This design comes from an exercise in tuning for small area and a short achievable clock period on the open sky130 flow, not from production work. Only simulation tests tie the RTL to the original design; equivalence was not proved.

File: flow/config.mk
export PLATFORM = sky130hd
export DESIGN_NAME = FIR1
export DESIGN_NICKNAME = FIR1
export VERILOG_FILES = /design/flow/design.v
export SDC_FILE = /design/flow/constraint.sdc
export NUM_CORES = 4
export LEC_CHECK = 0
export CAP_MARGIN = 20
export CORE_MARGIN = 2
export CORE_UTILIZATION = 40
export CTS_CLUSTER_DIAMETER = 150
export CTS_CLUSTER_SIZE = 26
export SLEW_MARGIN = 20
export SYNTH_HIERARCHICAL = 1
export SYNTH_MINIMUM_KEEP_SIZE = 0
File: flow/constraint.sdc
create_clock -name core_clock -period 10.0 [get_ports {clk}]
set_input_delay 2.0000 -clock core_clock [delete_from_list [all_inputs] [get_ports {clk}]]
set_output_delay 2.0000 -clock core_clock [all_outputs]
set_load 0.01 [all_outputs]
File: flow/design.v
module FIR1 (X, clk, Y, reset);
  input  [13:0] X;
  input         clk;
  output [13:0] Y;
  input         reset;
  reg [13:0] d1;
  reg [13:0] d2;
  reg [13:0] d3;
  reg [13:0] d4;
  reg [13:0] d5;
  reg [13:0] d6;
  reg [13:0] d7;
  reg [13:0] d8;
  reg [13:0] d9;
  reg [13:0] d10;
  reg [13:0] d11;
  reg [13:0] d12;
  reg [13:0] d13;
  reg [13:0] d14;
  reg [13:0] d15;
  reg [13:0] d16;
  reg [13:0] d17;
  reg [13:0] d18;
  reg [13:0] d19;
  reg [13:0] d20;
  reg [14:0] q2_0;
  reg [14:0] q2_2;
  reg [14:0] q2_3;
  reg [29:0] r2a;
  reg [28:0] r2b;
  reg [27:0] r1;
  reg [13:0] Y;
  wire s1 = d4[0] ^ d14[0];
  wire c2 = d4[0] | d14[0];
  wire s3 = d4[1] ^ d14[1];
  wire c4 = d4[1] | d14[1];
  wire s5, c6;
  FIR1_fa us5 (q2_3[6], q2_3[0], d20[9], s5, c6);
  wire s7, c8;
  FIR1_ha us7 (d18[9], d18[7], s7, c8);
  wire s9, c10;
  FIR1_fa us9 (d4[2], d14[2], q2_3[7], s9, c10);
  wire s11, c12;
  FIR1_fa us11 (q2_3[1], d20[10], d18[10], s11, c12);
  wire s13, c14;
  FIR1_fa us13 (q2_0[12], q2_0[8], q2_0[6], s13, c14);
  wire s15, c16;
  FIR1_fa us15 (d4[3], d14[3], q2_3[8], s15, c16);
  wire s17, c18;
  FIR1_fa us17 (q2_3[2], q2_3[0], d20[11], s17, c18);
  wire s19, c20;
  FIR1_fa us19 (d18[11], d18[9], d18[7], s19, c20);
  wire s21 = q2_0[13] ^ q2_0[9];
  wire c22 = q2_0[13] | q2_0[9];
  wire s23, c24;
  FIR1_fa us23 (q2_0[14], d4[4], d14[4], s23, c24);
  wire s25, c26;
  FIR1_fa us25 (q2_2[14], q2_3[9], q2_3[3], s25, c26);
  wire s27, c28;
  FIR1_fa us27 (q2_3[1], d9[0], d20[12], s27, c28);
  wire s29, c30;
  FIR1_fa us29 (d18[12], d18[10], d18[8], s29, c30);
  wire s31 = q2_0[10] ^ q2_0[8];
  wire c32 = q2_0[10] | q2_0[8];
  wire s33, c34;
  FIR1_fa us33 (d4[5], d14[5], q2_3[14], s33, c34);
  wire s35, c36;
  FIR1_fa us35 (q2_3[10], q2_3[4], q2_3[2], s35, c36);
  wire s37, c38;
  FIR1_fa us37 (d9[1], d18[11], d18[9], s37, c38);
  wire s39, c40;
  FIR1_fa us39 (q2_0[11], q2_0[9], q2_0[7], s39, c40);
  wire s41 = d4[6] ^ d14[6];
  wire c42 = d4[6] | d14[6];
  wire s43, c44;
  FIR1_fa us43 (q2_2[14], q2_3[11], q2_3[5], s43, c44);
  wire s45, c46;
  FIR1_ha us45 (q2_3[3], d9[2], s45, c46);
  wire s47, c48;
  FIR1_fa us47 (d4[13], d14[13], d4[7], s47, c48);
  wire s49, c50;
  FIR1_ha us49 (q2_3[1], d20[4], s49, c50);
  wire s51 = q2_3[2] ^ d20[5];
  wire c52 = q2_3[2] | d20[5];
  wire s53, c54;
  FIR1_fa us53 (d18[5], d18[3], d18[1], s53, c54);
  wire s55 = q2_0[7] ^ q2_0[3];
  wire c56 = q2_0[7] | q2_0[3];
  wire s57, c58;
  FIR1_fa us57 (q2_3[3], d20[6], d18[6], s57, c58);
  wire s59, c60;
  FIR1_fa us59 (q2_0[8], q2_0[4], q2_0[2], s59, c60);
  wire s61, c62;
  FIR1_fa us61 (q2_0[0], d4[4], d14[4], s61, c62);
  wire s63, c64;
  FIR1_ha us63 (d18[4], d18[2], s63, c64);
  wire s65, c66;
  FIR1_fa us65 (q2_3[4], d20[7], d18[7], s65, c66);
  wire s67, c68;
  FIR1_fa us67 (q2_0[9], q2_0[5], q2_0[3], s67, c68);
  wire s69, c70;
  FIR1_fa us69 (q2_0[1], d4[5], d14[5], s69, c70);
  wire s71, c72;
  FIR1_fa us71 (q2_2[9], q2_2[7], q2_2[2], s71, c72);
  wire s73, c74;
  FIR1_ha us73 (d18[5], d18[3], s73, c74);
  wire s75, c76;
  FIR1_fa us75 (q2_3[5], d20[8], d18[8], s75, c76);
  wire s77, c78;
  FIR1_fa us77 (q2_0[10], q2_0[6], q2_0[4], s77, c78);
  wire s79, c80;
  FIR1_fa us79 (q2_0[2], d4[6], d14[6], s79, c80);
  wire s81, c82;
  FIR1_fa us81 (q2_2[10], q2_2[8], q2_2[3], s81, c82);
  wire s83, c84;
  FIR1_fa us83 (q2_2[1], q2_3[9], q2_3[3], s83, c84);
  wire s85, c86;
  FIR1_ha us85 (d18[6], d18[4], s85, c86);
  wire s87, c88;
  FIR1_fa us87 (q2_0[11], q2_0[7], q2_0[5], s87, c88);
  wire s89, c90;
  FIR1_fa us89 (q2_0[3], d4[7], d14[7], s89, c90);
  wire s91, c92;
  FIR1_fa us91 (q2_2[11], q2_2[9], q2_2[4], s91, c92);
  wire s93, c94;
  FIR1_fa us93 (q2_2[2], q2_2[0], q2_3[10], s93, c94);
  wire s95, c96;
  FIR1_fa us95 (~d18[5], q2_3[4], d20[7], s95, c96);
  wire s97, c98;
  FIR1_fa us97 (c2, ~s3, s7, s97, c98);
  wire s99, c100;
  FIR1_fa us99 (q2_0[4], d4[8], d14[8], s99, c100);
  wire s101, c102;
  FIR1_fa us101 (q2_2[12], q2_2[10], q2_2[5], s101, c102);
  wire s103, c104;
  FIR1_fa us103 (q2_2[3], q2_2[1], q2_3[11], s103, c104);
  wire s105, c106;
  FIR1_fa us105 (d18[8], d18[6], ~q2_3[5], s105, c106);
  wire s107, c108;
  FIR1_fa us107 (~d20[8], c4, c8, s107, c108);
  wire s109, c110;
  FIR1_fa us109 (c6, s9, s11, s109, c110);
  wire s111, c112;
  FIR1_fa us111 (q2_0[7], q2_0[5], d4[9], s111, c112);
  wire s113, c114;
  FIR1_fa us113 (d14[9], q2_2[13], q2_2[11], s113, c114);
  wire s115, c116;
  FIR1_fa us115 (q2_2[6], q2_2[4], q2_2[2], s115, c116);
  wire s117, c118;
  FIR1_fa us117 (q2_3[12], q2_3[6], d20[9], s117, c118);
  wire s119, c120;
  FIR1_fa us119 (s21, c10, c12, s119, c120);
  wire s121, c122;
  FIR1_fa us121 (s15, s17, s19, s121, c122);
  wire s123, c124;
  FIR1_fa us123 (q2_0[6], d4[10], d14[10], s123, c124);
  wire s125, c126;
  FIR1_fa us125 (q2_2[12], q2_2[7], q2_2[5], s125, c126);
  wire s127, c128;
  FIR1_fa us127 (q2_2[3], q2_3[13], q2_3[7], s127, c128);
  wire s129, c130;
  FIR1_fa us129 (d20[10], c22, ~s31, s129, c130);
  wire s131, c132;
  FIR1_fa us131 (c16, c18, c20, s131, c132);
  wire s133, c134;
  FIR1_fa us133 (s23, s25, s27, s133, c134);
  wire s135, c136;
  FIR1_fa us135 (d4[11], d14[11], q2_2[13], s135, c136);
  wire s137, c138;
  FIR1_fa us137 (q2_2[8], q2_2[6], q2_2[4], s137, c138);
  wire s139, c140;
  FIR1_fa us139 (q2_3[8], d20[13], d20[11], s139, c140);
  wire s141, c142;
  FIR1_fa us141 (c24, c26, c28, s141, c142);
  wire s143, c144;
  FIR1_fa us143 (d18[13], c32, ~c30, s143, c144);
  wire s145, c146;
  FIR1_fa us145 (s33, s35, s37, s145, c146);
  wire s147, c148;
  FIR1_fa us147 (q2_0[12], q2_0[10], q2_0[8], s147, c148);
  wire s149, c150;
  FIR1_fa us149 (d4[12], d14[12], q2_2[9], s149, c150);
  wire s151, c152;
  FIR1_fa us151 (q2_2[7], q2_2[5], q2_3[9], s151, c152);
  wire s153, c154;
  FIR1_fa us153 (d18[12], d18[10], ~d20[12], s153, c154);
  wire s155, c156;
  FIR1_fa us155 (s45, c34, c36, s155, c156);
  wire s157, c158;
  FIR1_fa us157 (s41, ~c38, c40, s157, c158);
  wire s159, c160;
  FIR1_fa us159 (d14[7], q2_3[12], q2_3[6], s159, c160);
  wire s161, c162;
  FIR1_fa us161 (q2_3[4], d9[3], d20[13], s161, c162);
  wire s163, c164;
  FIR1_fa us163 (q2_0[13], q2_0[11], q2_0[9], s163, c164);
  wire s165, c166;
  FIR1_fa us165 (q2_2[10], q2_2[8], q2_2[6], s165, c166);
  wire s167, c168;
  FIR1_fa us167 (~d18[11], q2_3[10], d18[13], s167, c168);
  wire s169, c170;
  FIR1_fa us169 (c42, c46, c44, s169, c170);
  wire s171, c172;
  FIR1_fa us171 (q2_0[14], d4[8], d14[8], s171, c172);
  wire s173, c174;
  FIR1_fa us173 (q2_3[13], q2_3[7], q2_3[5], s173, c174);
  wire s175, c176;
  FIR1_fa us175 (q2_0[12], q2_0[10], q2_2[11], s175, c176);
  wire s177, c178;
  FIR1_fa us177 (q2_2[9], q2_2[7], q2_3[11], s177, c178);
  wire s179, c180;
  FIR1_fa us179 (d4[9], d14[9], q2_3[8], s179, c180);
  wire s181, c182;
  FIR1_fa us181 (q2_0[13], q2_0[11], q2_2[12], s181, c182);
  wire s183, c184;
  FIR1_fa us183 (d20[2], d18[2], d18[0], s183, c184);
  wire s185, c186;
  FIR1_fa us185 (q2_3[0], d20[3], d18[3], s185, c186);
  wire s187, c188;
  FIR1_fa us187 (q2_0[5], q2_0[1], d4[1], s187, c188);
  wire s189, c190;
  FIR1_fa us189 (d18[4], d18[2], d18[0], s189, c190);
  wire s191, c192;
  FIR1_fa us191 (q2_0[6], q2_0[2], q2_0[0], s191, c192);
  wire s193, c194;
  FIR1_fa us193 (d4[2], d14[2], q2_2[6], s193, c194);
  wire s195, c196;
  FIR1_fa us195 (q2_0[1], d4[3], d14[3], s195, c196);
  wire s197, c198;
  FIR1_fa us197 (q2_2[7], q2_2[5], q2_2[0], s197, c198);
  wire s199, c200;
  FIR1_fa us199 (q2_3[6], q2_3[0], d20[3], s199, c200);
  wire s201 = c50 ^ s51;
  wire c202 = c50 & ~s51;
  wire s203, c204;
  FIR1_fa us203 (q2_2[8], q2_2[6], q2_2[1], s203, c204);
  wire s205, c206;
  FIR1_fa us205 (q2_3[7], q2_3[1], d20[4], s205, c206);
  wire s207, c208;
  FIR1_fa us207 (c52, ~c56, s63, s207, c208);
  wire s209, c210;
  FIR1_fa us209 (c54, s57, ~s59, s209, c210);
  wire s211, c212;
  FIR1_fa us211 (q2_2[0], q2_3[8], q2_3[2], s211, c212);
  wire s213, c214;
  FIR1_fa us213 (~d20[5], c64, s73, s213, c214);
  wire s215, c216;
  FIR1_fa us215 (~c58, c60, c62, s215, c216);
  wire s217, c218;
  FIR1_fa us217 (s67, s69, s71, s217, c218);
  wire s219, c220;
  FIR1_fa us219 (d20[6], ~c74, s1, s219, c220);
  wire s221, c222;
  FIR1_fa us221 (c68, c70, c72, s221, c222);
  wire s223, c224;
  FIR1_fa us223 (s85, c66, s75, s223, c224);
  wire s225, c226;
  FIR1_fa us225 (s77, s79, s81, s225, c226);
  wire s227, c228;
  FIR1_fa us227 (c78, c80, c82, s227, c228);
  wire s229, c230;
  FIR1_fa us229 (c86, c76, ~c84, s229, c230);
  wire s231, c232;
  FIR1_fa us231 (s87, s89, s91, s231, c232);
  wire s233, c234;
  FIR1_fa us233 (~s5, s93, s95, s233, c234);
  wire s235, c236;
  FIR1_fa us235 (c88, c90, c92, s235, c236);
  wire s237, c238;
  FIR1_fa us237 (c94, c96, s13, s237, c238);
  wire s239, c240;
  FIR1_fa us239 (s99, s101, s103, s239, c240);
  wire s241, c242;
  FIR1_fa us241 (s105, c98, s107, s241, c242);
  wire s243, c244;
  FIR1_fa us243 (c14, c100, c102, s243, c244);
  wire s245, c246;
  FIR1_fa us245 (c104, s111, s113, s245, c246);
  wire s247, c248;
  FIR1_fa us247 (~c106, s115, s117, s247, c248);
  wire s249, c250;
  FIR1_fa us249 (c108, c110, s119, s249, c250);
  wire s251, c252;
  FIR1_fa us251 (c112, c114, c116, s251, c252);
  wire s253, c254;
  FIR1_fa us253 (c118, s123, s125, s253, c254);
  wire s255, c256;
  FIR1_fa us255 (s29, ~s127, c120, s255, c256);
  wire s257, c258;
  FIR1_fa us257 (~s129, c122, s131, s257, c258);
  wire s259, c260;
  FIR1_fa us259 (c124, c126, c128, s259, c260);
  wire s261, c262;
  FIR1_fa us261 (s39, s135, s137, s261, c262);
  wire s263, c264;
  FIR1_fa us263 (s139, c130, ~c132, s263, c264);
  wire s265, c266;
  FIR1_fa us265 (c134, s141, s145, s265, c266);
  wire s267, c268;
  FIR1_fa us267 (c136, c138, c140, s267, c268);
  wire s269, c270;
  FIR1_fa us269 (s147, s149, s151, s269, c270);
  wire s271, c272;
  FIR1_fa us271 (s43, s153, c142, s271, c272);
  wire s273, c274;
  FIR1_fa us273 (~c144, c146, s155, s273, c274);
  wire s275, c276;
  FIR1_fa us275 (c148, c150, c152, s275, c276);
  wire s277, c278;
  FIR1_fa us277 (c154, s47, s159, s277, c278);
  wire s279, c280;
  FIR1_fa us279 (~s161, s163, s165, s279, c280);
  wire s281, c282;
  FIR1_fa us281 (s167, ~c156, c158, s281, c282);
  wire s283, c284;
  FIR1_fa us283 (d9[4], d18[12], c48, s283, c284);
  wire s285, c286;
  FIR1_fa us285 (c160, c162, ~c164, s285, c286);
  wire s287, c288;
  FIR1_fa us287 (c166, c168, s175, s287, c288);
  wire s289, c290;
  FIR1_fa us289 (s171, s173, ~s177, s289, c290);
  wire s291, c292;
  FIR1_fa us291 (q2_2[10], q2_2[8], q2_3[14], s291, c292);
  wire s293, c294;
  FIR1_fa us293 (q2_3[6], d9[5], ~q2_3[12], s293, c294);
  wire s295, c296;
  FIR1_fa us295 (d18[13], c176, c178, s295, c296);
  wire s297, c298;
  FIR1_fa us297 (c172, c174, s179, s297, c298);
  wire s299, c300;
  FIR1_fa us299 (d4[10], d14[10], q2_3[9], s299, c300);
  wire s301, c302;
  FIR1_fa us301 (q2_0[12], q2_2[13], q2_2[11], s301, c302);
  wire s303, c304;
  FIR1_fa us303 (q2_3[7], d9[6], ~q2_2[9], s303, c304);
  wire s305, c306;
  FIR1_fa us305 (q2_3[13], q2_0[14], c182, s305, c306);
  wire s307, c308;
  FIR1_fa us307 (d4[11], d14[11], q2_2[14], s307, c308);
  wire s309, c310;
  FIR1_fa us309 (q2_3[14], q2_3[10], q2_3[8], s309, c310);
  wire s311, c312;
  FIR1_fa us311 (q2_0[13], q2_2[12], q2_2[10], s311, c312);
  wire s313 = d4[12] ^ d14[12];
  wire c314 = d4[12] | d14[12];
  wire s315, c316;
  FIR1_ha us315 (q2_3[11], q2_3[9], s315, c316);
  wire s317, c318;
  FIR1_fa us317 (q2_0[4], q2_0[0], d4[0], s317, c318);
  wire s319, c320;
  FIR1_fa us319 (d14[0], q2_2[4], q2_2[2], s319, c320);
  wire s321, c322;
  FIR1_fa us321 (d14[1], q2_2[5], q2_2[3], s321, c322);
  wire s323, c324;
  FIR1_fa us323 (~d18[1], q2_3[4], d20[1], s323, c324);
  wire s325, c326;
  FIR1_ha us325 (c184, s185, s325, c326);
  wire s327, c328;
  FIR1_fa us327 (q2_2[4], q2_3[5], d20[2], s327, c328);
  wire s329, c330;
  FIR1_fa us329 (s49, c186, ~c188, s329, c330);
  wire s331, c332;
  FIR1_fa us331 (~s189, s191, s193, s331, c332);
  wire s333, c334;
  FIR1_fa us333 (s55, c190, ~c192, s333, c334);
  wire s335, c336;
  FIR1_fa us335 (c194, s195, s197, s335, c336);
  wire s337, c338;
  FIR1_fa us337 (~s53, s199, s201, s337, c338);
  wire s339, c340;
  FIR1_fa us339 (c196, c198, c200, s339, c340);
  wire s341, c342;
  FIR1_fa us341 (s61, s203, s205, s341, c342);
  wire s343, c344;
  FIR1_fa us343 (c202, s207, s209, s343, c344);
  wire s345, c346;
  FIR1_fa us345 (c204, c206, s211, s345, c346);
  wire s347, c348;
  FIR1_fa us347 (s65, c208, s213, s347, c348);
  wire s349, c350;
  FIR1_fa us349 (s215, ~c210, s217, s349, c350);
  wire s351, c352;
  FIR1_fa us351 (c212, s83, s219, s351, c352);
  wire s353, c354;
  FIR1_fa us353 (c216, c218, s221, s353, c354);
  wire s355, c356;
  FIR1_fa us355 (c214, s223, ~s225, s355, c356);
  wire s357, c358;
  FIR1_fa us357 (c220, c222, c226, s357, c358);
  wire s359, c360;
  FIR1_fa us359 (s97, c224, ~s227, s359, c360);
  wire s361, c362;
  FIR1_fa us361 (~s229, s231, s233, s361, c362);
  wire s363, c364;
  FIR1_fa us363 (c228, c232, s235, s363, c364);
  wire s365, c366;
  FIR1_fa us365 (s237, s239, c234, s365, c366);
  wire s367, c368;
  FIR1_fa us367 (c230, s109, s241, s367, c368);
  wire s369, c370;
  FIR1_fa us369 (c236, c238, c240, s369, c370);
  wire s371, c372;
  FIR1_fa us371 (s243, ~s121, s245, s371, c372);
  wire s373, c374;
  FIR1_fa us373 (~s247, c242, s249, s373, c374);
  wire s375, c376;
  FIR1_fa us375 (c244, c246, s251, s375, c376);
  wire s377, c378;
  FIR1_fa us377 (c248, ~s133, s253, s377, c378);
  wire s379, c380;
  FIR1_fa us379 (c250, s255, s257, s379, c380);
  wire s381, c382;
  FIR1_fa us381 (c252, c254, s259, s381, c382);
  wire s383, c384;
  FIR1_fa us383 (s143, s261, ~c256, s383, c384);
  wire s385, c386;
  FIR1_fa us385 (c258, ~s263, s265, s385, c386);
  wire s387, c388;
  FIR1_fa us387 (c260, c262, s267, s387, c388);
  wire s389, c390;
  FIR1_fa us389 (s157, s269, c264, s389, c390);
  wire s391, c392;
  FIR1_fa us391 (s271, c266, s273, s391, c392);
  wire s393, c394;
  FIR1_fa us393 (c268, c270, s275, s393, c394);
  wire s395, c396;
  FIR1_fa us395 (s169, s277, ~s279, s395, c396);
  wire s397, c398;
  FIR1_fa us397 (c272, c274, ~s281, s397, c398);
  wire s399, c400;
  FIR1_fa us399 (c170, c278, s283, s399, c400);
  wire s401, c402;
  FIR1_fa us401 (c276, c280, s287, s401, c402);
  wire s403, c404;
  FIR1_fa us403 (s285, s289, ~c282, s403, c404);
  wire s405, c406;
  FIR1_fa us405 (s181, s291, ~s293, s405, c406);
  wire s407, c408;
  FIR1_fa us407 (c284, c286, ~c288, s407, c408);
  wire s409, c410;
  FIR1_fa us409 (~s295, c290, s297, s409, c410);
  wire s411, c412;
  FIR1_fa us411 (c180, c294, s299, s411, c412);
  wire s413, c414;
  FIR1_fa us413 (c292, s301, ~s303, s413, c414);
  wire s415, c416;
  FIR1_fa us415 (c296, ~c298, s305, s415, c416);
  wire s417, c418;
  FIR1_fa us417 (d9[7], q2_0[14], c300, s417, c418);
  wire s419, c420;
  FIR1_fa us419 (c304, s307, s309, s419, c420);
  wire s421, c422;
  FIR1_fa us421 (c302, s311, c306, s421, c422);
  wire s423, c424;
  FIR1_fa us423 (~d9[8], q2_2[13], q2_2[11], s423, c424);
  wire s425, c426;
  FIR1_fa us425 (q2_0[14], ~s313, s315, s425, c426);
  wire s427, c428;
  FIR1_fa us427 (c308, c310, ~c312, s427, c428);
  wire s429, c430;
  FIR1_fa us429 (q2_3[12], q2_3[10], d9[9], s429, c430);
  wire s431, c432;
  FIR1_fa us431 (d4[13], d14[13], q2_2[12], s431, c432);
  wire s433, c434;
  FIR1_fa us433 (c314, c316, ~q2_2[14], s433, c434);
  wire s435 = q2_3[13] ^ q2_3[11];
  wire c436 = q2_3[13] | q2_3[11];
  wire s437 = d9[10] ^ q2_2[13];
  wire c438 = d9[10] & ~q2_2[13];
  wire s439, c440;
  FIR1_fa us439 (q2_0[2], q2_2[2], q2_2[0], s439, c440);
  wire s441, c442;
  FIR1_fa us441 (q2_0[3], q2_2[3], q2_2[1], s441, c442);
  wire s443 = d18[1] ^ q2_3[2];
  wire c444 = d18[1] & ~q2_3[2];
  wire s445, c446;
  FIR1_fa us445 (q2_3[3], d20[0], ~d20[1], s445, c446);
  wire s447, c448;
  FIR1_fa us447 (~s183, s317, s319, s447, c448);
  wire s449, c450;
  FIR1_fa us449 (c318, c320, s187, s449, c450);
  wire s451, c452;
  FIR1_fa us451 (s321, ~s325, s323, s451, c452);
  wire s453, c454;
  FIR1_fa us453 (c322, s327, c324, s453, c454);
  wire s455, c456;
  FIR1_fa us455 (c326, s329, ~s331, s455, c456);
  wire s457, c458;
  FIR1_fa us457 (c328, c332, s335, s457, c458);
  wire s459, c460;
  FIR1_fa us459 (c330, s333, ~s337, s459, c460);
  wire s461, c462;
  FIR1_fa us461 (~c334, c336, s339, s461, c462);
  wire s463, c464;
  FIR1_fa us463 (s341, c338, ~s343, s463, c464);
  wire s465, c466;
  FIR1_fa us465 (c340, c342, s345, s465, c466);
  wire s467, c468;
  FIR1_fa us467 (s347, c344, ~s349, s467, c468);
  wire s469, c470;
  FIR1_fa us469 (c346, ~c348, s351, s469, c470);
  wire s471, c472;
  FIR1_fa us471 (s353, c350, ~s355, s471, c472);
  wire s473, c474;
  FIR1_fa us473 (c352, c354, s357, s473, c474);
  wire s475, c476;
  FIR1_fa us475 (s359, c356, ~s361, s475, c476);
  wire s477, c478;
  FIR1_fa us477 (c358, ~c360, s363, s477, c478);
  wire s479, c480;
  FIR1_fa us479 (s365, c362, ~s367, s479, c480);
  wire s481, c482;
  FIR1_fa us481 (c364, s369, c366, s481, c482);
  wire s483, c484;
  FIR1_fa us483 (~s371, c368, s373, s483, c484);
  wire s485, c486;
  FIR1_fa us485 (c370, s375, c372, s485, c486);
  wire s487, c488;
  FIR1_fa us487 (~s377, c374, s379, s487, c488);
  wire s489, c490;
  FIR1_fa us489 (c376, s381, c378, s489, c490);
  wire s491, c492;
  FIR1_fa us491 (~s383, c380, s385, s491, c492);
  wire s493, c494;
  FIR1_fa us493 (c382, s387, c384, s493, c494);
  wire s495, c496;
  FIR1_fa us495 (~s389, s391, c386, s495, c496);
  wire s497, c498;
  FIR1_fa us497 (c388, s393, c390, s497, c498);
  wire s499, c500;
  FIR1_fa us499 (s395, c392, s397, s499, c500);
  wire s501, c502;
  FIR1_fa us501 (c394, ~s399, s401, s501, c502);
  wire s503, c504;
  FIR1_fa us503 (c396, c398, s403, s503, c504);
  wire s505, c506;
  FIR1_fa us505 (s405, ~c400, c402, s505, c506);
  wire s507, c508;
  FIR1_fa us507 (s407, s409, c404, s507, c508);
  wire s509, c510;
  FIR1_fa us509 (~s411, c406, s413, s509, c510);
  wire s511, c512;
  FIR1_fa us511 (c408, ~s415, c410, s511, c512);
  wire s513, c514;
  FIR1_fa us513 (c412, s417, s419, s513, c514);
  wire s515, c516;
  FIR1_fa us515 (c414, s421, c416, s515, c516);
  wire s517, c518;
  FIR1_fa us517 (c418, s425, c420, s517, c518);
  wire s519, c520;
  FIR1_fa us519 (s423, ~s427, c422, s519, c520);
  wire s521, c522;
  FIR1_fa us521 (c424, ~s429, s431, s521, c522);
  wire s523, c524;
  FIR1_fa us523 (c426, s433, c428, s523, c524);
  wire s525, c526;
  FIR1_fa us525 (~q2_2[14], s435, s437, s525, c526);
  wire s527, c528;
  FIR1_fa us527 (c430, ~c432, c434, s527, c528);
  wire s529, c530;
  FIR1_fa us529 (q2_3[12], d9[11], ~q2_3[14], s529, c530);
  wire s531, c532;
  FIR1_fa us531 (c436, q2_2[14], c438, s531, c532);
  wire s533, c534;
  FIR1_ha us533 (d20[0], d18[0], s533, c534);
  wire s535, c536;
  FIR1_fa us535 (d20[1], s443, c440, s535, c536);
  wire s537, c538;
  FIR1_fa us537 (~c444, c442, s445, s537, c538);
  wire s539, c540;
  FIR1_fa us539 (c446, c448, s449, s539, c540);
  wire s541, c542;
  FIR1_fa us541 (c450, s453, c452, s541, c542);
  wire s543, c544;
  FIR1_fa us543 (c454, s457, ~c456, s543, c544);
  wire s545, c546;
  FIR1_fa us545 (c458, s461, ~c460, s545, c546);
  wire s547, c548;
  FIR1_fa us547 (c462, s465, c464, s547, c548);
  wire s549, c550;
  FIR1_fa us549 (c466, s469, ~c468, s549, c550);
  wire s551, c552;
  FIR1_fa us551 (c470, s473, c472, s551, c552);
  wire s553, c554;
  FIR1_fa us553 (c474, s477, ~c476, s553, c554);
  wire s555, c556;
  FIR1_fa us555 (c478, s481, c480, s555, c556);
  wire s557, c558;
  FIR1_fa us557 (c482, s485, ~c484, s557, c558);
  wire s559, c560;
  FIR1_fa us559 (c486, s489, ~c488, s559, c560);
  wire s561, c562;
  FIR1_fa us561 (c490, s493, ~c492, s561, c562);
  wire s563, c564;
  FIR1_fa us563 (c494, s497, ~c496, s563, c564);
  wire s565, c566;
  FIR1_fa us565 (c498, s501, ~c500, s565, c566);
  wire s567, c568;
  FIR1_fa us567 (s505, c502, ~c504, s567, c568);
  wire s569, c570;
  FIR1_fa us569 (s509, c506, ~s511, s569, c570);
  wire s571, c572;
  FIR1_fa us571 (~s513, c510, s515, s571, c572);
  wire s573, c574;
  FIR1_fa us573 (c514, s517, ~c516, s573, c574);
  wire s575, c576;
  FIR1_fa us575 (~s521, c518, s523, s575, c576);
  wire s577, c578;
  FIR1_fa us577 (s525, c522, ~c524, s577, c578);
  wire s579, c580;
  FIR1_fa us579 (s529, s531, ~c526, s579, c580);
  wire s581, c582;
  FIR1_fa us581 (q2_3[13], d9[12], c530, s581, c582);
  wire s583 = q2_0[1] ^ q2_2[1];
  wire c584 = q2_0[1] | q2_2[1];
  wire s585, c586;
  FIR1_fa us585 (q2_3[1], ~s533, s439, s585, c586);
  wire s587, c588;
  FIR1_fa us587 (~c534, s441, s535, s587, c588);
  wire s589, c590;
  FIR1_fa us589 (c536, s447, s537, s589, c590);
  wire s591, c592;
  FIR1_fa us591 (c538, s451, s539, s591, c592);
  wire s593, c594;
  FIR1_fa us593 (c540, ~s455, s541, s593, c594);
  wire s595, c596;
  FIR1_fa us595 (c542, ~s459, s543, s595, c596);
  wire s597, c598;
  FIR1_fa us597 (c544, s463, s545, s597, c598);
  wire s599, c600;
  FIR1_fa us599 (c546, ~s467, s547, s599, c600);
  wire s601, c602;
  FIR1_fa us601 (s471, c548, s549, s601, c602);
  wire s603, c604;
  FIR1_fa us603 (~s475, c550, s551, s603, c604);
  wire s605, c606;
  FIR1_fa us605 (s479, c552, s553, s605, c606);
  wire s607, c608;
  FIR1_fa us607 (~s483, c554, s555, s607, c608);
  wire s609, c610;
  FIR1_fa us609 (~s487, c556, s557, s609, c610);
  wire s611, c612;
  FIR1_fa us611 (~s491, c558, s559, s611, c612);
  wire s613, c614;
  FIR1_fa us613 (~s495, c560, s561, s613, c614);
  wire s615, c616;
  FIR1_fa us615 (~s499, c562, s563, s615, c616);
  wire s617, c618;
  FIR1_fa us617 (~s503, c564, s565, s617, c618);
  wire s619, c620;
  FIR1_fa us619 (~s507, c566, s567, s619, c620);
  wire s621, c622;
  FIR1_fa us621 (~c508, s569, c568, s621, c622);
  wire s623, c624;
  FIR1_fa us623 (~c512, s571, c570, s623, c624);
  wire s625, c626;
  FIR1_fa us625 (s519, ~s573, c572, s625, c626);
  wire s627, c628;
  FIR1_fa us627 (~c520, s575, c574, s627, c628);
  wire s629, c630;
  FIR1_fa us629 (s527, ~s577, c576, s629, c630);
  wire s631, c632;
  FIR1_fa us631 (c528, s579, ~c578, s631, c632);
  wire s633, c634;
  FIR1_fa us633 (c532, s581, c580, s633, c634);
  wire s635, c636;
  FIR1_fa us635 (~d9[13], q2_3[14], c582, s635, c636);
  wire s637, c638;
  FIR1_ha us637 (d1[4], d1[2], s637, c638);
  wire s639, c640;
  FIR1_fa us639 (d1[5], d1[3], d1[1], s639, c640);
  wire s641, c642;
  FIR1_fa us641 (d1[6], d1[4], d1[2], s641, c642);
  wire s643, c644;
  FIR1_fa us643 (d1[7], d1[5], d1[3], s643, c644);
  wire s645, c646;
  FIR1_fa us645 (d1[8], d1[6], d1[4], s645, c646);
  wire s647, c648;
  FIR1_fa us647 (d1[9], d1[7], d1[5], s647, c648);
  wire s649, c650;
  FIR1_fa us649 (d1[10], d1[8], d1[6], s649, c650);
  wire s651, c652;
  FIR1_fa us651 (d1[11], d1[9], d1[7], s651, c652);
  wire s653, c654;
  FIR1_fa us653 (d1[12], d1[10], d1[8], s653, c654);
  wire s655, c656;
  FIR1_fa us655 (r2a[15], r2b[15], d1[13], s655, c656);
  wire s657, c658;
  FIR1_ha us657 (d1[12], d1[10], s657, c658);
  wire s659 = d1[11] ^ r2a[17];
  wire c660 = d1[11] & ~r2a[17];
  wire s661 = d1[1] ^ ~r2a[3];
  wire c662 = d1[1] | ~r2a[3];
  wire s663, c664;
  FIR1_fa us663 (~d1[2], r2a[4], r2b[4], s663, c664);
  wire s665, c666;
  FIR1_fa us665 (d1[3], d1[1], ~r2a[5], s665, c666);
  wire s667, c668;
  FIR1_fa us667 (r2a[6], r2b[6], ~d1[0], s667, c668);
  wire s669, c670;
  FIR1_fa us669 (r2a[7], r2b[7], ~c638, s669, c670);
  wire s671, c672;
  FIR1_fa us671 (r2a[8], r2b[8], ~c640, s671, c672);
  wire s673, c674;
  FIR1_fa us673 (r2a[9], r2b[9], ~c642, s673, c674);
  wire s675, c676;
  FIR1_fa us675 (r2a[10], r2b[10], ~c644, s675, c676);
  wire s677, c678;
  FIR1_fa us677 (r2a[11], r2b[11], ~c646, s677, c678);
  wire s679, c680;
  FIR1_fa us679 (r2a[12], r2b[12], ~c648, s679, c680);
  wire s681, c682;
  FIR1_fa us681 (r2a[13], r2b[13], ~c650, s681, c682);
  wire s683, c684;
  FIR1_fa us683 (r2a[14], r2b[14], ~c652, s683, c684);
  wire s685, c686;
  FIR1_fa us685 (d1[11], d1[9], c654, s685, c686);
  wire s687, c688;
  FIR1_fa us687 (r2a[16], r2b[16], ~s657, s687, c688);
  wire s689, c690;
  FIR1_fa us689 (r2b[17], d1[13], s659, s689, c690);
  wire s691, c692;
  FIR1_fa us691 (r2a[18], r2b[18], d1[12], s691, c692);
  wire s693, c694;
  FIR1_fa us693 (r2a[19], r2b[19], d1[13], s693, c694);
  wire s695 = r2a[2] ^ r2b[2];
  wire c696 = r2a[2] | r2b[2];
  wire s697, c698;
  FIR1_fa us697 (r2b[3], ~d1[0], s661, s697, c698);
  wire s699, c700;
  FIR1_fa us699 (d1[0], c662, ~s663, s699, c700);
  wire s701, c702;
  FIR1_fa us701 (r2b[5], c664, ~s665, s701, c702);
  wire s703, c704;
  FIR1_fa us703 (s637, c666, ~s667, s703, c704);
  wire s705, c706;
  FIR1_fa us705 (~s639, c668, s669, s705, c706);
  wire s707, c708;
  FIR1_fa us707 (~s641, c670, s671, s707, c708);
  wire s709, c710;
  FIR1_fa us709 (~s643, c672, s673, s709, c710);
  wire s711, c712;
  FIR1_fa us711 (~s645, c674, s675, s711, c712);
  wire s713, c714;
  FIR1_fa us713 (~s647, c676, s677, s713, c714);
  wire s715, c716;
  FIR1_fa us715 (~s649, c678, s679, s715, c716);
  wire s717, c718;
  FIR1_fa us717 (~s651, c680, s681, s717, c718);
  wire s719, c720;
  FIR1_fa us719 (~s653, c682, s683, s719, c720);
  wire s721, c722;
  FIR1_fa us721 (s655, c684, ~s685, s721, c722);
  wire s723, c724;
  FIR1_fa us723 (c656, ~c686, s687, s723, c724);
  wire s725, c726;
  FIR1_fa us725 (~c658, c688, s689, s725, c726);
  wire s727, c728;
  FIR1_fa us727 (~c660, c690, s691, s727, c728);
  wire s729, c730;
  FIR1_fa us729 (~d1[12], s693, c692, s729, c730);
  wire s731, c732;
  FIR1_fa us731 (r2b[20], ~r2a[20], c694, s731, c732);
  wire s733, c734;
  FIR1_fa us733 (r2b[21], ~r2a[21], r2a[20], s733, c734);
  wire s735, c736;
  FIR1_fa us735 (r2b[22], ~r2a[22], r2a[21], s735, c736);
  wire s737, c738;
  FIR1_fa us737 (r2a[23], r2a[22], r2b[23], s737, c738);
  wire s739, c740;
  FIR1_fa us739 (r2b[24], r2b[23], ~r2a[24], s739, c740);
  wire s741, c742;
  FIR1_fa us741 (r2b[25], r2a[24], ~r2a[25], s741, c742);
  wire s743, c744;
  FIR1_fa us743 (r2b[26], r2a[25], ~r2a[26], s743, c744);
  wire s745, c746;
  FIR1_fa us745 (r2b[27], r2a[26], ~r2a[27], s745, c746);
  wire s747, c748;
  FIR1_fa us747 (r2a[28], ~r2a[27], r2b[28], s747, c748);
  wire s749 = r2a[29] ^ r2b[28];
  wire c750 = r2a[29] | r2b[28];
  wire [29:0] rs1 = {~c748, c746, c744, c742, c740, ~c738, ~c736, ~c734, ~c732, ~c730, ~c728, ~c726, ~c724, ~c722, ~c720, ~c718, ~c716, ~c714, ~c712, ~c710, ~c708, ~c706, c704, ~c702, c700, ~c698, ~c696, ~d1[0], r2b[1], ~r2a[0]} + {~s749, ~s747, s745, s743, s741, s739, ~s737, ~s735, ~s733, ~s731, ~s729, ~s727, ~s725, ~s723, ~s721, ~s719, ~s717, ~s715, ~s713, ~s711, ~s709, ~s707, ~s705, s703, ~s701, s699, ~s697, s695, ~r2a[1], ~r2b[0]};
  wire s751 = r1[1] ^ X[0];
  wire c752 = r1[1] & ~X[0];
  wire s753, c754;
  FIR1_fa us753 (~r1[2], X[1], X[2], s753, c754);
  wire s755, c756;
  FIR1_fa us755 (~r1[3], X[2], X[3], s755, c756);
  wire s757, c758;
  FIR1_fa us757 (~r1[4], X[3], X[4], s757, c758);
  wire s759, c760;
  FIR1_fa us759 (~r1[5], X[4], X[5], s759, c760);
  wire s761, c762;
  FIR1_fa us761 (~r1[6], X[5], X[6], s761, c762);
  wire s763, c764;
  FIR1_fa us763 (~r1[7], X[6], X[7], s763, c764);
  wire s765, c766;
  FIR1_fa us765 (~r1[8], X[7], X[8], s765, c766);
  wire s767, c768;
  FIR1_fa us767 (~r1[9], X[8], X[9], s767, c768);
  wire s769, c770;
  FIR1_fa us769 (~r1[10], X[9], X[10], s769, c770);
  wire s771, c772;
  FIR1_fa us771 (~r1[11], X[10], X[11], s771, c772);
  wire s773, c774;
  FIR1_fa us773 (~r1[12], X[11], X[12], s773, c774);
  wire s775, c776;
  FIR1_fa us775 (r1[13], X[13], ~X[12], s775, c776);
  wire s777, c778;
  FIR1_ha us777 (r1[14], X[13], s777, c778);
  wire [29:0] fs = {r1[27], r1[26], r1[25], r1[24], r1[23], r1[22], r1[21], r1[20], r1[19], r1[18], r1[17], r1[16], r1[15], c776, ~c774, ~c772, ~c770, ~c768, ~c766, ~c764, ~c762, ~c760, ~c758, ~c756, ~c754, c752, ~X[1], r1[0], 1'b0, 1'b0} + {1'b0, 1'b0, 1'b0, 1'b0, 1'b0, 1'b0, 1'b0, 1'b0, 1'b0, 1'b0, 1'b0, 1'b0, c778, s777, s775, ~s773, ~s771, ~s769, ~s767, ~s765, ~s763, ~s761, ~s759, ~s757, ~s755, ~s753, ~s751, ~X[0], 1'b0, 1'b0};
  always @(posedge clk or posedge reset) begin
    if (reset) begin
      d1 <= 14'd0;
      d2 <= 14'd0;
      d3 <= 14'd0;
      d4 <= 14'd0;
      d5 <= 14'd0;
      d6 <= 14'd0;
      d7 <= 14'd0;
      d8 <= 14'd0;
      d9 <= 14'd0;
      d10 <= 14'd0;
      d11 <= 14'd0;
      d12 <= 14'd0;
      d13 <= 14'd0;
      d14 <= 14'd0;
      d15 <= 14'd0;
      d16 <= 14'd0;
      d17 <= 14'd0;
      d18 <= 14'd0;
      d19 <= 14'd0;
      d20 <= 14'd0;
      q2_0 <= 15'd0;
      q2_2 <= 15'd0;
      q2_3 <= 15'd0;
      r2a <= 30'd285212671;
      r2b <= 29'd8388605;
      r1 <= 28'd268410883;
      Y <= 14'd0;
    end else begin
      d1 <= X;
      d2 <= d1;
      d3 <= d2;
      d4 <= d3;
      d5 <= d4;
      d6 <= d5;
      d7 <= d6;
      d8 <= d7;
      d9 <= d8;
      d10 <= d9;
      d11 <= d10;
      d12 <= d11;
      d13 <= d12;
      d14 <= d13;
      d15 <= d14;
      d16 <= d15;
      d17 <= d16;
      d18 <= d17;
      d19 <= d18;
      d20 <= d19;
      q2_0 <= {d1[13], d1} + {d15[13], d15};
      q2_2 <= {d5[13], d5} + {d11[13], d11};
      q2_3 <= {d7[13], d7} + {d9[13], d9};
      r2a <= {1'b1, q2_3[14], c634, c632, c630, c628, c626, c624, c622, c620, c618, c616, c614, c612, c610, c608, c606, c604, c602, c600, c598, c596, c594, c592, c590, c588, c586, c584, q2_3[0], q2_0[0]};
      r2b <= {c636, s635, s633, s631, s629, s627, s625, s623, s621, s619, s617, s615, s613, s611, s609, s607, s605, s603, s601, s599, s597, s595, s593, s591, s589, s587, s585, s583, q2_2[0]};
      r1 <= rs1[29:2];
      Y <= fs[29:16];
    end
  end
endmodule
module FIR1_fa (a, b, c, s, co);
  input a, b, c;
  output s, co;
  assign s = a ^ b ^ c;
  assign co = (a & b) | (a & c) | (b & c);
endmodule
module FIR1_ha (a, b, s, co);
  input a, b;
  output s, co;
  assign s = a ^ b;
  assign co = a & b;
endmodule
File: flow/flow/run.sh
#!/bin/bash
set -euo pipefail
bash standard.sh SETUP_SLACK_MARGIN=6.0 finish > standard_run.log 2>&1
File: flow/standard.sh
#!/bin/bash
# synth_recipe.tcl (not shown) runs the flow's synth.tcl, then flattens the netlist and writes it again
# the make line also repeats each setting of config.mk as NAME=value (left out here)
make -C /OpenROAD-flow-scripts/flow DESIGN_CONFIG=/design/flow/config.mk WORK_HOME=/design/flow/orfs CLKGATE_MAP_FILE= SYNTH_SCRIPT=/design/flow/synth_recipe.tcl "${@:-finish}"
==> qor_table.md, run 1 <==
| Result | This run |
|:---|:---|
| Most common flop cell mapped by yosys | sky130_fd_sc_hd__dfrtp_1 |
| Placed cell areas | 24,150 µm² |
| ANT cells | 0 |
| Synth Area per Inst | 14.79 µm² |
| Via count | 11,485 |
| Final period utilization | 39.34% |
| Via count of the first global-routing pass | 13,146 |
| Sequential cell area fraction in the yosys report | 46.94% |
| Worst Clk Skew | 0.02599 ns |
| Maximum buffer depth of the clock tree | 3 |
| Number of buffers created by CTS | 20 |
| Critical path type | primary input to flop |
| Upper clock frequency limit | 254.2 MHz |
| Worst Path Required | 10.44 ns |
| Setup TNS after final layout | 0 ns |
| NumNets Final | 2,144 |
| Largest stage delay on the critical path | 0.50 ns |
| Number of buffer and inverter instances along the worst setup path | 2 |
| Cell occurring most often along the worst timing path | sky130_fd_sc_hd__a21o_1 |
| Post-Place Worst Slack | 4.900 ns |
| Count of antenna-violating nets left after detailed routing | 0 |
| Number of flops mapped to enable cells by yosys | 0 |
| DR iter-0 viols | 762 |
| DP HPWL | 36,770 µm |
| Maximum fanout encountered on the critical timing path | 6 |
| Transition at the pin with the smallest max-transition slack | 0.8632 ns |
| Die area | 59,120 µm² |
| Drt wl/cell | 19.71 µm |
| Detailed-routing iteration count for the pre-antenna-repair pass | 5 |
| GRT Resource Usage Total | 17.01% |
| Global-route wire length before repair | 75,090 µm |
| Post-Route WL | 47,730 µm |
| Final instance area | 25,430 µm² |
| Clock root buffer master | sky130_fd_sc_hd__clkbuf_16 |
| Max H-tree Level | 1 |
| Floorplan row count | 87 |
| Number of clock sinks seen by CTS | 426 |
| Hold Fails Final Rpt | 0 |
| Result of the run | complete, no violations |
| Warnings, synthesis | 7 |
| Crit end category | flop |
| Layout-stage area growth over the synthesis result | 11.14% |
| Initial standard-cell utilization of the core | 40.49% |
| Number of distinct library cells after synthesis | 56 |
| Hold WC Path Type | flop to flop |
| Clock edge transition at the registers on the reported setup and hold paths | 0.10 ns |
| Nets in the synthesized netlist | 2,039 |
| Clock tree from TritonCTS | built |
| Overall die height | 243.2 µm |
| Worst Setup Slack, final | 6.066 ns |
| Top Ports | 30 |
| Routability cong. | 0.8977 |
| Share of layout cells above drive strength 1 | 15.25% |
| Cell area after technology mapping | 22,880 µm² |
| Clock insertion delay at the later pin of the skew report | 0.56 ns |
| Sort of element at the start of the critical path | primary input |
| Standard cell core area | 56,500 µm² |
| Count of final max-slew check failures | 0 |
| Final setup vio count | 0 |
| Post-route minimum period | 3.934 ns |
| Reported max-cap violation count | 0 |
| Count of state elements after synthesis | 426 |
| Critical path cell sequence | dlygate4sd2_1 > fa_1 > inv_1 > ha_4 > a21o_1 > a21o_1 > a31oi_2 > a21bo_4 > nor3_4 > nand4_1 > xnor2_1 |
| Worst-path cell with the longest stage delay | sky130_fd_sc_hd__fa_1 |
| Arrival time of the worst setup path | 4.37 ns |
| Initial antenna violation count | 1 |
| Ys async rst share | 100.0% |
| Detail-routed via count per cell | 4.742 |
| Max-slew headroom at the worst pin | 42.45% |
| Sum of overflow across all layers after global routing | 0 |
| Number of port buffers | 29 |
| Post-route DRC | 0 |
| Post-synthesis instance total | 1,547 |
| Die X | 243.2 µm |
| RSZ-0062 raised after global routing | true |
| Maximum number of pins on one net before global-route repair | 185 |
| Kind of cell adding the most delay to the critical path | adder cells |
## final timing paths
kind / start / cells past startpoint / to / slack, ns
worst max-delay path: X[12] / 11 / Y[11] / 6.07
worst min-delay path: d8[6] / 0 / d9[6] / 0.34
worst max register to register: q2_3[14] / 8 / r2b[16] / 6.08
worst min register to register: d8[6] / 0 / d9[6] / 0.34
max in group asynchronous: reset / 4 / d4[6] / 6.45
min in group asynchronous: reset / 2 / d6[8] / 1.95
## layout make-up
cell class                      instances  area [µm²]
Fill cell                            5023       31070
Multi-Input combinational cell        831       11260
Sequential cell                       426       10790
Inverter                              286        1077
Tap cell                              756       945.9
Timing Repair Buffer                   87       754.5
Clock buffer                           35       578.1
Clock inverter                          1       16.27
## synth_stat cells (2+ instances only)
master	n	share of area (%)
sky130_fd_sc_hd__a21o_1	28	0.92
sky130_fd_sc_hd__a21oi_1	37	0.81
sky130_fd_sc_hd__nand2b_1	2	0.055
sky130_fd_sc_hd__nand2_1	29	0.48
sky130_fd_sc_hd__inv_1	286	4.7
sky130_fd_sc_hd__o21bai_1	7	0.23
sky130_fd_sc_hd__o21ai_1	5	0.11
sky130_fd_sc_hd__o21a_1	7	0.23
sky130_fd_sc_hd__and3_1	3	0.082
sky130_fd_sc_hd__a31o_2	3	0.11
sky130_fd_sc_hd__o22a_1	2	0.077
sky130_fd_sc_hd__a21oi_2	8	0.31
sky130_fd_sc_hd__xnor2_1	56	2.1
sky130_fd_sc_hd__dfstp_2	63	7.2
sky130_fd_sc_hd__o41ai_2	3	0.21
sky130_fd_sc_hd__o21ai_0	4	0.088
sky130_fd_sc_hd__and2_1	2	0.055
sky130_fd_sc_hd__fa_1	362	32
sky130_fd_sc_hd__a221oi_1	4	0.15
sky130_fd_sc_hd__a311o_1	2	0.088
sky130_fd_sc_hd__nor2b_1	9	0.25
sky130_fd_sc_hd__o41ai_4	2	0.24
sky130_fd_sc_hd__o211ai_1	3	0.098
sky130_fd_sc_hd__ha_1	114	6.2
sky130_fd_sc_hd__clkbuf_1	4	0.066
sky130_fd_sc_hd__o2111a_1	2	0.098
sky130_fd_sc_hd__nor3_1	13	0.28
sky130_fd_sc_hd__a21boi_1	2	0.066
sky130_fd_sc_hd__a31oi_1	5	0.14
sky130_fd_sc_hd__nor2_1	53	0.87
sky130_fd_sc_hd__xor2_1	15	0.57
sky130_fd_sc_hd__nand4_1	7	0.19
sky130_fd_sc_hd__dfrtp_1	363	40
sky130_fd_sc_hd__o21ai_2	2	0.077
sky130_fd_sc_hd__nand3_1	12	0.26
sky130_fd_sc_hd__a211oi_1	5	0.16
sky130_fd_sc_hd__o31ai_1	2	0.066
sky130_fd_sc_hd__o22ai_1	2	0.055
sky130_fd_sc_hd__and4_1	2	0.077
## cells in the final DEF (no fill, tap or decap), types with 13 or more instances in the layout
| cell | n |
|---|---|
| sky130_fd_sc_hd__a21o_1 | 28 |
| sky130_fd_sc_hd__a21oi_1 | 35 |
| sky130_fd_sc_hd__buf_4 | 56 |
| sky130_fd_sc_hd__clkbuf_1 | 14 |
| sky130_fd_sc_hd__clkbuf_16 | 22 |
| sky130_fd_sc_hd__clkdlybuf4s50_1 | 15 |
| sky130_fd_sc_hd__dfrtp_1 | 320 |
| sky130_fd_sc_hd__dfrtp_2 | 43 |
| sky130_fd_sc_hd__dfstp_2 | 63 |
| sky130_fd_sc_hd__fa_1 | 356 |
| sky130_fd_sc_hd__ha_1 | 106 |
| sky130_fd_sc_hd__inv_1 | 281 |
| sky130_fd_sc_hd__nand2_1 | 27 |
| sky130_fd_sc_hd__nor2_1 | 50 |
| sky130_fd_sc_hd__nor3_1 | 13 |
| sky130_fd_sc_hd__xnor2_1 | 56 |
| sky130_fd_sc_hd__xor2_1 | 14 |
## sequential cells by signal (all words and copies together), names as in the netlist, 15 cells and up
name  count
r2a      30
r2b      29
r1       28
q2_0     15
q2_2     15
q2_3     15
## stage by stage
stage                     hold slack [ns]  cells  utilization (%)
after detailed placement           0.3347   2331            42.75
final                              0.3377   2422            45.00
after floorplan                    0.3312   1547                -
after CTS                          0.3373   2385            44.16
after global placement             0.3313   2331            42.75
after global routing               0.3376   2422            45.00
## Yosys stat by module, one instance, submodules excluded
module	cell area (µm²)	copies in the design	cells inside
FIR1	15540	1	1176
FIR1_fa	20.02	359	1
FIR1_ha	12.51	12	1
## cells by family (layout without fill, tap and decap cells)
family | count (synthesis) | in the layout | synth area share [%]
compound gates | 142 | 142 | 4.693
mux | 1 | 1 | 0.04376
buf+inv | 290 | 409 | 4.758
simple gates | 140 | 140 | 2.915
other cells | 1 | 1 | 0.01639
flops | 426 | 426 | 46.94
fa+ha+maj | 476 | 476 | 37.91
xor+xnor | 71 | 71 | 2.718
## what timing repair did
action	4_1_cts	5_1_grt
endpoints found under the setup margin	35	76
setup buffers	18	36
pin swaps	21	25
cloned	0	1
hold buffers	0	0
hold endpoints to repair	0	0
gates resized for setup	89	43
## per-layer routing
metal,track usage [%],routed length [µm],vias to the layer above,part of all wire [%]
li1,-,-,4989,-
met1,22.72,20630,6215,43
met2,29.03,23730,200,50
met3,2.521,1811,81,3.8
met4,4.836,1559,0,3.3
met5,0,0,-,0
==> run 2, diff against run 1 <==
--- a/flow/config.mk
+++ b/flow/config.mk
@@ -7,9 +7,10 @@
 export LEC_CHECK = 0
 export CAP_MARGIN = 20
 export CORE_MARGIN = 2
-export CORE_UTILIZATION = 40
+export CORE_UTILIZATION = 50
 export CTS_CLUSTER_DIAMETER = 150
-export CTS_CLUSTER_SIZE = 26
+export CTS_CLUSTER_SIZE = 20
+export PLACE_DENSITY = 0.7
 export SLEW_MARGIN = 20
 export SYNTH_HIERARCHICAL = 1
 export SYNTH_MINIMUM_KEEP_SIZE = 0
==> qor_table.md, run 2 <==
| Result | This run |
|:---|:---|
| Crit end category | flop |
| Source of the worst register-to-register timing path | q2_3[14] |
| Final period utilization | 40.00% |
| Setup TNS after final layout | 0 ns |
| Die area | 47,480 µm² |
| Post-Place Worst Slack | 4.909 ns |
| Max-slew headroom at the worst pin | 28.26% |
| Register ranked first by flip-flop count | r2a |
| Area share of the largest cell type after synthesis | 39.71% |
| Initial antenna violation count | 2 |
| Routability cong. | 0.9077 |
| Register-to-register setup slack | 6.00 ns |
| Largest regs | r2a: 30 flops, r2b: 29 flops, r1: 28 flops |
| Number of clock sinks seen by CTS | 426 |
| Count of state elements after synthesis | 426 |
| Share of layout cells above drive strength 1 | 14.05% |
| Hold Fails Final Rpt | 0 |
| Max H-tree Level | 1 |
| Number of buffers created by CTS | 25 |
| Maximum fanout encountered on the critical timing path | 2 |
| Flip-flop count of the largest register after layout | 30 |
| Worst Clk Skew | 0.02851 ns |
| RSZ-0062 raised after global routing | true |
| Top Ports | 30 |
| Reg-to-reg critical path endpoint | r2b[16] |
| Critical path type | flop to flop |
| Warnings, synthesis | 7 |
| Cell occurring most often along the worst timing path | sky130_fd_sc_hd__fa_1 |
| Worst-path cell with the longest stage delay | sky130_fd_sc_hd__fa_2 |
| Count of final max-slew check failures | 0 |
| GRT Resource Usage Total | 20.98% |
| Nets in the synthesized netlist | 2,039 |
| Min-Delay Startpoint | d6[5] |
| Die X | 217.9 µm |
| Hold Path Stages | 0 |
| Worst Path Required | 10.50 ns |
| Standard cell core area | 45,280 µm² |
| Ys async rst share | 100.0% |
| Top post-synthesis cells by count | sky130_fd_sc_hd__dfrtp_1, sky130_fd_sc_hd__fa_1, sky130_fd_sc_hd__inv_1 |
| Cell area after technology mapping | 22,880 µm² |
| Number of buffer and inverter instances along the worst setup path | 1 |
| DR iter-0 viols | 845 |
| Area contributors post-synth | sky130_fd_sc_hd__dfrtp_1, sky130_fd_sc_hd__fa_1, sky130_fd_sc_hd__dfstp_2 |
| Sequential cell area fraction in the yosys report | 46.94% |
| Post-synthesis instance total | 1,547 |
| Arrival time of the worst setup path | 4.50 ns |
| Most common flop cell mapped by yosys | sky130_fd_sc_hd__dfrtp_1 |
| Result of the run | complete, no violations |
| Floorplan row count | 78 |
| Cell type with the highest aggregate area in the netlist | sky130_fd_sc_hd__dfrtp_1 |
| Clock edge transition at the registers on the reported setup and hold paths | 0.08 ns |
| Global-route wire length before repair | 73,630 µm |
| Number of port buffers | 29 |
| Detailed-routing iteration count for the pre-antenna-repair pass | 6 |
| Maximum number of pins on one net before global-route repair | 181 |
| Kind of cell adding the most delay to the critical path | adder cells |
| Highest-count cells in the layout ignoring fill and taps | sky130_fd_sc_hd__fa_1, sky130_fd_sc_hd__dfrtp_1, sky130_fd_sc_hd__inv_1, sky130_fd_sc_hd__ha_1, sky130_fd_sc_hd__dfstp_2 |
| Overall die height | 217.9 µm |
| Final setup vio count | 0 |
| Most common library cell in the layout ignoring fill and taps | sky130_fd_sc_hd__fa_1 |
| Count of antenna-violating nets left after detailed routing | 0 |
| Detail-routed via count per cell | 5.098 |
| Transition at the pin with the smallest max-transition slack | 1.076 ns |
| Critical path cell sequence | fa_2 > fa_2 > fa_1 > fa_1 > fa_1 > inv_1 > fa_1 > fa_1 |
| Clock root buffer master | sky130_fd_sc_hd__clkbuf_16 |
| Drt wl/cell | 20.27 µm |
| Layout-stage area growth over the synthesis result | 10.10% |
| Post-route DRC | 0 |
| Clock insertion delay at the later pin of the skew report | 0.58 ns |
| Via count of the first global-routing pass | 13,110 |
| Worst Setup Slack, final | 6.000 ns |
| Number of hold buffers added after CTS | 0 |
| Most frequent cell after synthesis | sky130_fd_sc_hd__dfrtp_1 |
| Number of distinct library cells after synthesis | 56 |
| Post-Route WL | 45,970 µm |
| Sum of overflow across all layers after global routing | 0 |
| Hold WC Path Type | flop to flop |
| Maximum buffer depth of the clock tree | 3 |
| R2r worst-path depth | 8 |
| Reported max-cap violation count | 0 |
| Sort of element at the start of the critical path | flop |
| Post-route minimum period | 4.000 ns |
| NumNets Final | 2,139 |
| Via count | 11,563 |
| Largest stage delay on the critical path | 0.61 ns |
| Initial standard-cell utilization of the core | 50.52% |
| Synth Area per Inst | 14.79 µm² |
| DP HPWL | 35,510 µm |
| Clock tree from TritonCTS | built |
| Upper clock frequency limit | 250.0 MHz |
| Worst Hold Endpoint | d7[5] |
| Number of flops mapped to enable cells by yosys | 0 |
## run 2: cell count changes in the layout (fill, tap and decap cells not counted), moves of 2 or more
cell / change
sky130_fd_sc_hd__dfrtp_1: +6
sky130_fd_sc_hd__ha_4: -2
sky130_fd_sc_hd__clkbuf_16: +3
sky130_fd_sc_hd__buf_4: -10
sky130_fd_sc_hd__dfrtp_2: -6
sky130_fd_sc_hd__buf_2: +2
sky130_fd_sc_hd__clkbuf_1: +5
sky130_fd_sc_hd__inv_2: -2
sky130_fd_sc_hd__diode_2: +2
sky130_fd_sc_hd__ha_1: +2
sky130_fd_sc_hd__inv_1: +2
## run 2: cells by family (layout without fill, tap and decap cells)
family | after synthesis | after routing | synth area share, %
compound gates | 142 | 142 | 4.693
xor+xnor | 71 | 71 | 2.718
fa+ha+maj | 476 | 476 | 37.91
buf+inv | 290 | 409 | 4.758
flops | 426 | 426 | 46.94
mux | 1 | 1 | 0.04376
other cells | 1 | 3 | 0.01639
simple gates | 140 | 140 | 2.915
## run 2: worst register-to-register path: stages (launching register included)
cell and delay, ns:
sky130_fd_sc_hd__dfrtp_2 0.47, sky130_fd_sc_hd__fa_2 0.62, sky130_fd_sc_hd__fa_2 0.43, sky130_fd_sc_hd__fa_1 0.52, sky130_fd_sc_hd__fa_1 0.44, sky130_fd_sc_hd__fa_1 0.38
sky130_fd_sc_hd__inv_1 0.11, sky130_fd_sc_hd__fa_1 0.44, sky130_fd_sc_hd__fa_1 0.52
## run 2: worst max-delay path by stage
| stage | start | end | slack, ns | cells after the start |
|---|---|---|---|---|
| after floorplan | reset | Y[0] | 2.30 | 1 |
| after global placement | X[6] | Y[13] | 5.00 | 12 |
| after detailed placement | X[6] | Y[13] | 4.91 | 12 |
| after CTS | X[7] | Y[13] | 5.99 | 12 |
| after global routing | X[9] | Y[13] | 5.89 | 12 |
| final | q2_3[14] | r2b[16] | 6.00 | 8 |
## run 2: repair_timing
action	in CTS	in global routing
pin swaps	15	23
buffers inserted	14	30
endpoints found under the setup margin	29	26
gates resized for setup	72	38
## run 2: cell type report
class                   count  area, µm²
diodes                      2      5.005
clock buffers              44      696.9
clock inverters             2      25.02
fillers                  3604      20100
inverters                 286       1077
multi-input cells         831      11210
flip-flops and latches    426      10790
well taps                 600      750.7
repair buffers             77      636.9
## run 2: per-layer routing
| layer | vias to the layer above | share of wire, % | global-route usage [%] |
|---|---|---|---|
| li1 | 4975 | - | - |
| met1 | 6265 | 41 | 28.00 |
| met2 | 245 | 51 | 35.35 |
| met3 | 78 | 5.1 | 3.863 |
| met4 | 0 | 3.0 | 6.259 |
| met5 | - | 0 | 0 |
## run 2: per-stage QoR
step	utilization (%)	std cells	area, µm²	hold slack, ns
2_1_floorplan	-	1547	22880	0.3312
3_3_place_gp	52.89	2176	23950	0.3313
3_5_place_dp	52.89	2176	23950	0.3347
4_1_cts	54.87	2236	24850	0.3438
5_1_grt	55.61	2266	25180	0.3497
6_report	55.62	2268	25190	0.3357
## run 2: modules after synthesis, one instance, submodules excluded
| module | times used | flops+latches |
|---|---|---|
| FIR1 | 1 | 426 |
| FIR1_fa | 359 | 0 |
| FIR1_ha | 12 | 0 |
==> run 3, diff against run 2 <==
--- a/flow/config.mk
+++ b/flow/config.mk
@@ -7,10 +7,10 @@
 export LEC_CHECK = 0
 export CAP_MARGIN = 20
 export CORE_MARGIN = 2
-export CORE_UTILIZATION = 50
+export CORE_UTILIZATION = 40
 export CTS_CLUSTER_DIAMETER = 150
 export CTS_CLUSTER_SIZE = 20
-export PLACE_DENSITY = 0.7
 export SLEW_MARGIN = 20
 export SYNTH_HIERARCHICAL = 1
 export SYNTH_MINIMUM_KEEP_SIZE = 0
+export TNS_END_PERCENT = 10
==> qor_table.md, run 3 <==
| Result | This run |
|:---|:---|
| Result of the run | complete, no violations |
| Synth Area per Inst | 14.79 µm² |
| Clock insertion delay at the later pin of the skew report | 0.57 ns |
| Cell type with the highest aggregate area in the netlist | sky130_fd_sc_hd__dfrtp_1 |
| Register-to-register setup slack | 5.94 ns |
| RSZ-0062 raised after global routing | true |
| Max-slew headroom at the worst pin | 43.22% |
| Main combinational cell family by area after synthesis | adder cells |
| Post-route minimum period | 4.057 ns |
| CP Launch Point | d4[5] |
| Share of layout cells above drive strength 1 | 13.89% |
| Initial standard-cell utilization of the core | 40.49% |
| Crit end category | flop |
| Maximum number of pins on one net before global-route repair | 150 |
| Number of distinct library cells after synthesis | 56 |
| Transition at the pin with the smallest max-transition slack | 0.8518 ns |
| Sum of overflow across all layers after global routing | 0 |
| Clock root buffer master | sky130_fd_sc_hd__clkbuf_16 |
| Combined area of the multi-input logic cells | 11,220 µm² |
| Most common flop cell mapped by yosys | sky130_fd_sc_hd__dfrtp_1 |
| Sort of element at the start of the critical path | flop |
| GRT Resource Usage Total | 17.22% |
| Hold Fails Final Rpt | 0 |
| Post-Route WL | 47,690 µm |
| Number of clock sinks seen by CTS | 426 |
| Mux share of post-synthesis cell area | 0.04375% |
| Largest regs | r2a: 30 flops, r2b: 29 flops, r1: 28 flops |
| Max H-tree Level | 1 |
| Warnings, synthesis | 7 |
| Sequential cell area | 10,790 µm² |
| Top post-synthesis cells by count | sky130_fd_sc_hd__dfrtp_1, sky130_fd_sc_hd__fa_1, sky130_fd_sc_hd__inv_1 |
| Ys async rst share | 100.0% |
| Number of port buffers | 29 |
| DR iter-0 viols | 621 |
| Detail-routed via count per cell | 4.719 |
| Flip-flop count of the largest register after layout | 30 |
| Hold WC Path Type | flop to flop |
| NumNets Final | 2,137 |
| Kind of cell adding the most delay to the critical path | adder cells |
| Worst Path Required | 10.49 ns |
| Maximum fanout encountered on the critical timing path | 3 |
| Die area | 59,120 µm² |
| ANT cells | 0 |
| Source of the worst register-to-register timing path | d4[5] |
| Layout-stage area growth over the synthesis result | 11.10% |
| Setup TNS after final layout | 0 ns |
| Reported max-cap violation count | 0 |
| Placed cell areas | 24,160 µm² |
| Worst-path cell with the longest stage delay | sky130_fd_sc_hd__fa_1 |
| Cell area after technology mapping | 22,880 µm² |
| Count of antenna-violating nets left after detailed routing | 0 |
| Floorplan row count | 87 |
| Arrival time of the worst setup path | 4.55 ns |
| Top Ports | 30 |
| Sequential cell area fraction in the yosys report | 46.94% |
| Number of buffers created by CTS | 25 |
| Post-synthesis xor/xnor area fraction | 2.718% |
| Adder-Cell Fraction of Synth Area | 37.91% |
| Clock tree from TritonCTS | built |
| Cell occurring most often along the worst timing path | sky130_fd_sc_hd__fa_1 |
| Area share of and/or/nand/nor cells after synthesis | 2.915% |
| Routability cong. | 0.8960 |
| Number of buffer and inverter instances along the worst setup path | 1 |
| Maximum buffer depth of the clock tree | 3 |
| Critical path type | flop to flop |
| Upper clock frequency limit | 246.5 MHz |
| Area share of the largest cell type after synthesis | 39.71% |
| Fraction of the mapped netlist area in compound gates | 4.693% |
| Most frequent cell after synthesis | sky130_fd_sc_hd__dfrtp_1 |
| Via count | 11,415 |
-- run 3: per-layer routing --
layer | track usage [%] | up-vias | part of all wire, %
li1 | - | 4969 | -
met1 | 22.77 | 6174 | 43
met2 | 29.21 | 198 | 50
met3 | 3.107 | 74 | 4.0
met4 | 4.980 | 0 | 3.1
met5 | 0 | - | 0
-- run 3: Yosys stat by module, one instance, submodules excluded --
module   copies in the design  area (µm²)  cells  flip-flops and latches
FIR1_fa                   359       20.02      1                       0
FIR1_ha                    12       12.51      1                       0
FIR1                        1       15540   1176                     426
-- run 3: worst reg2reg max path, cell delays in order (launching register included) --
cell	delay (ns)
sky130_fd_sc_hd__dfrtp_2	0.48
sky130_fd_sc_hd__fa_1	0.53
sky130_fd_sc_hd__fa_1	0.58
sky130_fd_sc_hd__fa_1	0.43
sky130_fd_sc_hd__fa_1	0.50
sky130_fd_sc_hd__fa_1	0.38
sky130_fd_sc_hd__inv_1	0.11
sky130_fd_sc_hd__fa_1	0.44
sky130_fd_sc_hd__fa_1	0.54
-- run 3: final cells by class --
| cell class | count | share of cell area [%] |
|---|---|---|
| clock buffers | 44 | 2.742 |
| clock inverters | 1 | 0.06400 |
| inverters | 286 | 4.238 |
| multi-input cells | 831 | 44.14 |
| flip-flops and latches | 426 | 42.45 |
| well taps | 756 | 3.722 |
| repair buffers | 75 | 2.639 |
-- run 3: final timing paths --
kind / endpoint / cells after the start
worst max-delay path: r2b[16] / 8
worst min-delay path: d20[9] / 0
worst max register to register: r2b[16] / 8
worst min register to register: d20[9] / 0
max in group asynchronous: q2_0[8] / 4
min in group asynchronous: d8[9] / 2
-- run 3: cell families after synthesis --
kind of cell             after synthesis
adder cells (fa/ha/maj)              476
flip-flops                           426
buffers and inverters                290
AO/OA/AOI/OAI                        142
AND/OR/NAND/NOR                      140
XOR/XNOR                              71
other                                  1
multiplexers                           1
-- run 3: through the flow --
stage,std cells,util (%),worst slack [ns]
after floorplan,1547,-,2.302
after global placement,2332,42.76,4.845
after detailed placement,2332,42.76,4.801
after CTS,2379,44.22,5.879
after global routing,2419,44.99,5.890
final,2419,44.99,5.943
-- run 3: timing repair --
item | CTS | global route
gates resized for setup | 62 | 60
endpoints found under the setup margin | 109 | 31
pin swaps | 12 | 16
setup buffers | 2 | 39

==> what the ideal ports hide <==
Ports are ideal in the flow. The routed layouts listed here were re-timed in OpenROAD.
Step 1 (the two cells are an assumption about what drives the block):
set clk [get_ports {clk}]
set_driving_cell -lib_cell sky130_fd_sc_hd__clkbuf_16 $clk
set_driving_cell -lib_cell sky130_fd_sc_hd__buf_2 [delete_from_list [all_inputs] $clk]
Step 2, shift: input delay + t, output delay - t, t = (earliest + latest rising clock arrival at the registers) / 2. This alone moves slack from input paths to output paths.
Three values: ideal, step 1, step 2; two values: the first two.
run	shift t [ns]	setup slack, ns	worst setup path after step 2
run 1	0.599	6.066 / 6.083 / 5.500	input to register
run 2	0.618	6.000 / 6.000 / 5.428	input to register
run 3	0.609	5.943 / 5.943 / 5.441	input to register
After both steps setup and hold are still met in every run listed. For run 2, which loses most, drivers alone change the setup slack by 0.000 ns; drivers and shift together by -0.572 ns.
